Background: an optimization exercise with open tools, aiming at small area, a short achievable clock period and few clock cycles. Do not read the settings as production practice. The RTL was checked by simulation tests, not by an equivalence proof against the original design.

==> v22 <==
## dut
module dut (
    input clk,
    input rst,
    input start,
    input [7:0] a,
    input [7:0] b,
    output reg [7:0] y,
    output reg ready
);
Settings: LEC_CHECK=0, CAP_MARGIN=20, CORE_AREA=3 3 61 61, DIE_AREA=0 0 64 64, SETUP_SLACK_MARGIN=2.9, SLEW_MARGIN=20; clock period 5.0 ns.
standard.sh (not shown) runs the stock make flow with config.mk's settings and CLKGATE_MAP_FILE= SYNTH_SCRIPT=/design/flow/synth_recipe.tcl, a recipe that flattens the netlist after the stock synthesis.
==> flow/flow/run.sh <==
#!/bin/bash
# The standard ORFS layout (standard.sh) with three changes:
#  - synthesis maps the logic with flow/map.abc (see flow/mysynth.tcl);
#  - no full-adder extraction (ADDER_MAP_FILE empty), so ABC sees all logic;
#  - the port buffers are plain buf_1 cells.
set -euo pipefail
here=$(pwd)
bash standard.sh "SYNTH_SCRIPT=$here/flow/mysynth.tcl" ADDER_MAP_FILE= \
  "BUFFER_PORTS_ARGS=-buffer_cell sky130_fd_sc_hd__buf_1" finish > standard_flow.log 2>&1
==> flow/flow/map.abc <==
strash
&get -n
&deepsyn -T 30
&put
if -g
strash
dch
map -a
topo
stime -c
==> flow/flow/mysynth.tcl <==
# The standard synthesis script (synth_recipe.tcl), with ORFS's ABC mapping
# script replaced by flow/map.abc.
set my_abc_script [file join [file dirname [file normalize [info script]]] map.abc]
proc synth {args} { yosys synth -nofsm -noshare {*}$args }
proc abc {args} {
  set i [lsearch -exact $args -script]
  if { $i >= 0 } { lset args [expr {$i + 1}] $::my_abc_script }
  yosys abc {*}$args
}
source $::env(SCRIPTS_DIR)/synth.tcl
# left out here: clear keep_hierarchy, flatten, clean up, hide names made inside functions, write 1_2_yosys.v
==> v10 (differences from v22) <==
==> flow/flow/map.abc (replaced) <==
strash
&get -n
&deepsyn -J 1000
&put
dch
map
topo
stime -c
PLACE_DENSITY = 0.7   (was not set)
SETUP_SLACK_MARGIN = 3.1   (was 2.9)
==> v39 (differences from v22) <==
--- a/flow/flow/run.sh
+++ b/flow/flow/run.sh
@@ -5,5 +5,5 @@
 #  - the port buffers are plain buf_1 cells.
 set -euo pipefail
 here=$(pwd)
-bash standard.sh "SYNTH_SCRIPT=$here/flow/mysynth.tcl" ADDER_MAP_FILE= \
+bash standard.sh "SYNTH_SCRIPT=$here/flow/mysynth.tcl" ADDER_MAP_FILE= SETUP_MOVE_SEQUENCE=sizeup,swap \
   "BUFFER_PORTS_ARGS=-buffer_cell sky130_fd_sc_hd__buf_1" finish > standard_flow.log 2>&1
==> flow/flow/map.abc (replaced) <==
strash
&get -n
&deepsyn -J 1000
&put
dch
map
topo
stime -c
SETUP_SLACK_MARGIN = 3.1   (was 2.9)
==> out/qor.yml <==
synth_xor_area_share_pct: 12.2
syn_avg_cell_area_sq_um: 6.81
yosysUniqueCellTypes: 15
cp_slowest_cell: "o22ai_1"
finalPower_uw: 193
area_share_clock_buf_inv_pct: 3.51
status: "timing/DRC/antenna clean"
via_per_inst: 3.82
buffer_area_share_pct: 17.1
[end of results for v22]
==> out/qor.yml <==
synth_xor_area_share_pct: 6.31
via_per_inst: 4.11
area_share_clock_buf_inv_pct: 3.43
finalPower_uw: 186
status: "timing/DRC/antenna clean"
cp_slowest_cell: "a41oi_1"
[end of results for v10]
==> out/qor.yml <==
via_per_inst: 4.01
cp_slowest_cell: "nand2_1"
status: "timing/DRC/antenna clean"
yosysUniqueCellTypes: 19
area_share_clock_buf_inv_pct: 3.48
[end of results for v39]
Testbench counts of v22, summed over its fixed seeds: cycles 768.
Testbench counts of v10, summed over its fixed seeds: cycles 768.
Testbench counts of v39, summed over its fixed seeds: cycles 768.

==> 02-05: inputs <==
==> flow/design.v <==
`timescale 1ns/1ps
module dut (
    input clk,
    input rst,
    input start,
    input [7:0] a,
    input [7:0] b,
    output reg [7:0] y,
    output reg ready
);
    wire [2:0] L = a[2:0];
    wire [3:0] H = a[6:3];
    wire [5:0] L2 = L * L;
    wire [3:0] P = H * L;                  
    wire ge24  = b[4] & b[3];
    wire hi216 = b[5] | ge24;              
    wire c2 = b[7] | b[6];                 
    wire c1 = b[7] ? (b[6] & hi216)        
                   : (~b[6] & (b[5] | b[4] | b[3]));    
    wire z00 = b[5] | (ge24 & (b[2] | (b[1] & b[0])))
             | (~(b[5] | b[4] | b[3]) & (b[2] | b[1] | b[0]));
    wire z01 = b[5] & ge24 & b[2] & (b[1] | b[0]);
    wire c0 = b[7] ? ~(b[6] & hi216) : (b[6] ? z01 : z00);
    wire [5:0] lo = L2 + {3'd0, c2, c1, c0};
    wire [3:0] hi = P + {a[3], 2'b00} + {2'b00, lo[5:4]};
    always @(posedge clk) begin
        y     <= {hi, lo[3:0]};
        ready <= start & ~rst;
    end
endmodule
==> flow/flow/run.sh <==
#!/bin/bash
# The standard ORFS layout (standard.sh) with three changes:
#  - synthesis maps the logic with flow/map.abc (see flow/mysynth.tcl);
#  - no full-adder extraction (ADDER_MAP_FILE empty), so ABC sees all logic;
#  - the port buffers are plain buf_1 cells.
set -euo pipefail
here=$(pwd)
bash standard.sh "SYNTH_SCRIPT=$here/flow/mysynth.tcl" ADDER_MAP_FILE= \
  "BUFFER_PORTS_ARGS=-buffer_cell sky130_fd_sc_hd__buf_1" finish > standard_flow.log 2>&1
==> flow/flow/map.abc <==
strash
&get -n
&deepsyn -J 1000
&put
if -g
strash
&get -n
&dch
&nf -p
&put
topo
stime -c
==> flow/flow/mysynth.tcl <==
# The standard synthesis script (synth_recipe.tcl), with ORFS's ABC mapping
# script replaced by flow/map.abc.
set my_abc_script [file join [file dirname [file normalize [info script]]] map.abc]
proc synth {args} { yosys synth -nofsm -noshare {*}$args }
proc abc {args} {
  set i [lsearch -exact $args -script]
  if { $i >= 0 } { lset args [expr {$i + 1}] $::my_abc_script }
  yosys abc {*}$args
}
source $::env(SCRIPTS_DIR)/synth.tcl
# left out here: clear keep_hierarchy, flatten, clean up, hide names made inside functions, write 1_2_yosys.v
==> flow/standard.sh <==
#!/bin/bash
# synth_recipe.tcl (not shown) runs the flow's synth.tcl, then flattens the netlist and writes it again
# the make line also repeats each setting of config.mk as NAME=value (left out here)
make -C /OpenROAD-flow-scripts/flow DESIGN_CONFIG=/design/flow/config.mk WORK_HOME=/design/flow/orfs CLKGATE_MAP_FILE= SYNTH_SCRIPT=/design/flow/synth_recipe.tcl "${@:-finish}"
==> flow/config.mk <==
export PLATFORM = sky130hd
export DESIGN_NAME = dut
export DESIGN_NICKNAME = dut
export VERILOG_FILES = /design/flow/design.v
export SDC_FILE = /design/flow/constraint.sdc
export NUM_CORES = 4
export LEC_CHECK = 0
export CAP_MARGIN = 0
export CORE_AREA = 3 3 61 61
export DIE_AREA = 0 0 64 64
export SETUP_SLACK_MARGIN = 3.1
export SLEW_MARGIN = 0
==> flow/constraint.sdc <==
create_clock -name core_clock -period 5.0 [get_ports {clk}]
set_input_delay 1.0000 -clock core_clock [delete_from_list [all_inputs] [get_ports {clk}]]
set_output_delay 1.0000 -clock core_clock [all_outputs]
set_load 0.01 [all_outputs]
==> 01-09: changes against 02-05 <==
--- a/flow/config.mk
+++ b/flow/config.mk
@@ -6,7 +6,7 @@
 export NUM_CORES = 4
 export LEC_CHECK = 0
-export CAP_MARGIN = 0
+export CAP_MARGIN = 20
 export CORE_AREA = 3 3 61 61
 export DIE_AREA = 0 0 64 64
-export SETUP_SLACK_MARGIN = 3.1
-export SLEW_MARGIN = 0
+export SETUP_SLACK_MARGIN = 3.15
+export SLEW_MARGIN = 20
==> metrics.md <==
| Metric | Value |
|---|---|
| Status | complete, no violations |
| Worst hold margin | 0.917 ns |
| Via count | 574 |
| Cell Chain, Critical Path | buf_1 -> nand2b_4 -> o311ai_2 -> nand4_1 -> nor2b_1 |
| Signal buf overhead | 0.146 |
| Sw Share | 0.280 |
# the run above: 01-09

==> metrics.md <==
| Metric | Value |
|---|---|
| Via count | 566 |
| Cell Chain, Critical Path | buf_1 -> or2_0 -> o211ai_1 -> a31oi_1 -> xnor2_1 |
| Status | complete, no violations |
| Slew Limit Fails | 0 |
| CP top delay family | compound AO/OA/AOI/OAI gates |
| Setup bufs post-CTS | 0 |
| Worst hold margin | 0.917 ns |
| GR Layer Usage met3 | 0.0176 |
| Sw Share | 0.279 |
| Largest register FFs | 8 |
| Largest class | multi-input gates |
# the run above: 02-05

Testbench counts of 02-05, summed over its fixed seeds: cycles 768.
Testbench counts of 01-09, summed over its fixed seeds: cycles 768.

re-timing with driven ports:
The results above use ideal ports. As a check the final layouts listed here were re-extracted and re-timed, cells and wires unchanged.
Step 1: set_driving_cell puts a clkbuf_16 on clk and a buf_2 on each other input, an assumption about the parent block.
Step 2 also shifts input and output timing later by t, the mid clock arrival at the registers, as if the neighbouring blocks saw the same clock.
a / b / c = no drivers / after step 1 / after step 2; a / b = the first two.
run | shift t [ns] | slack for setup (ns) | worst register clock-pin slew, ns | cell pins on the clock port's net
v22 | 0.269 | 2.932 / 2.927 / 2.658 | 0.06 / 0.06 | 1
v10 | 0.268 | 3.160 / 3.156 / 2.888 | 0.05 / 0.05 | 1
v39 | 0.272 | 3.168 / 3.166 / 2.894 | 0.06 / 0.06 | 1
02-05 | 0.262 | 3.232 / 3.227 / 2.965 | 0.05 / 0.05 | 1
01-09 | 0.262 | 3.225 / 3.218 / 2.956 | 0.05 / 0.05 | 1
After both steps setup and hold are still met in every run listed.
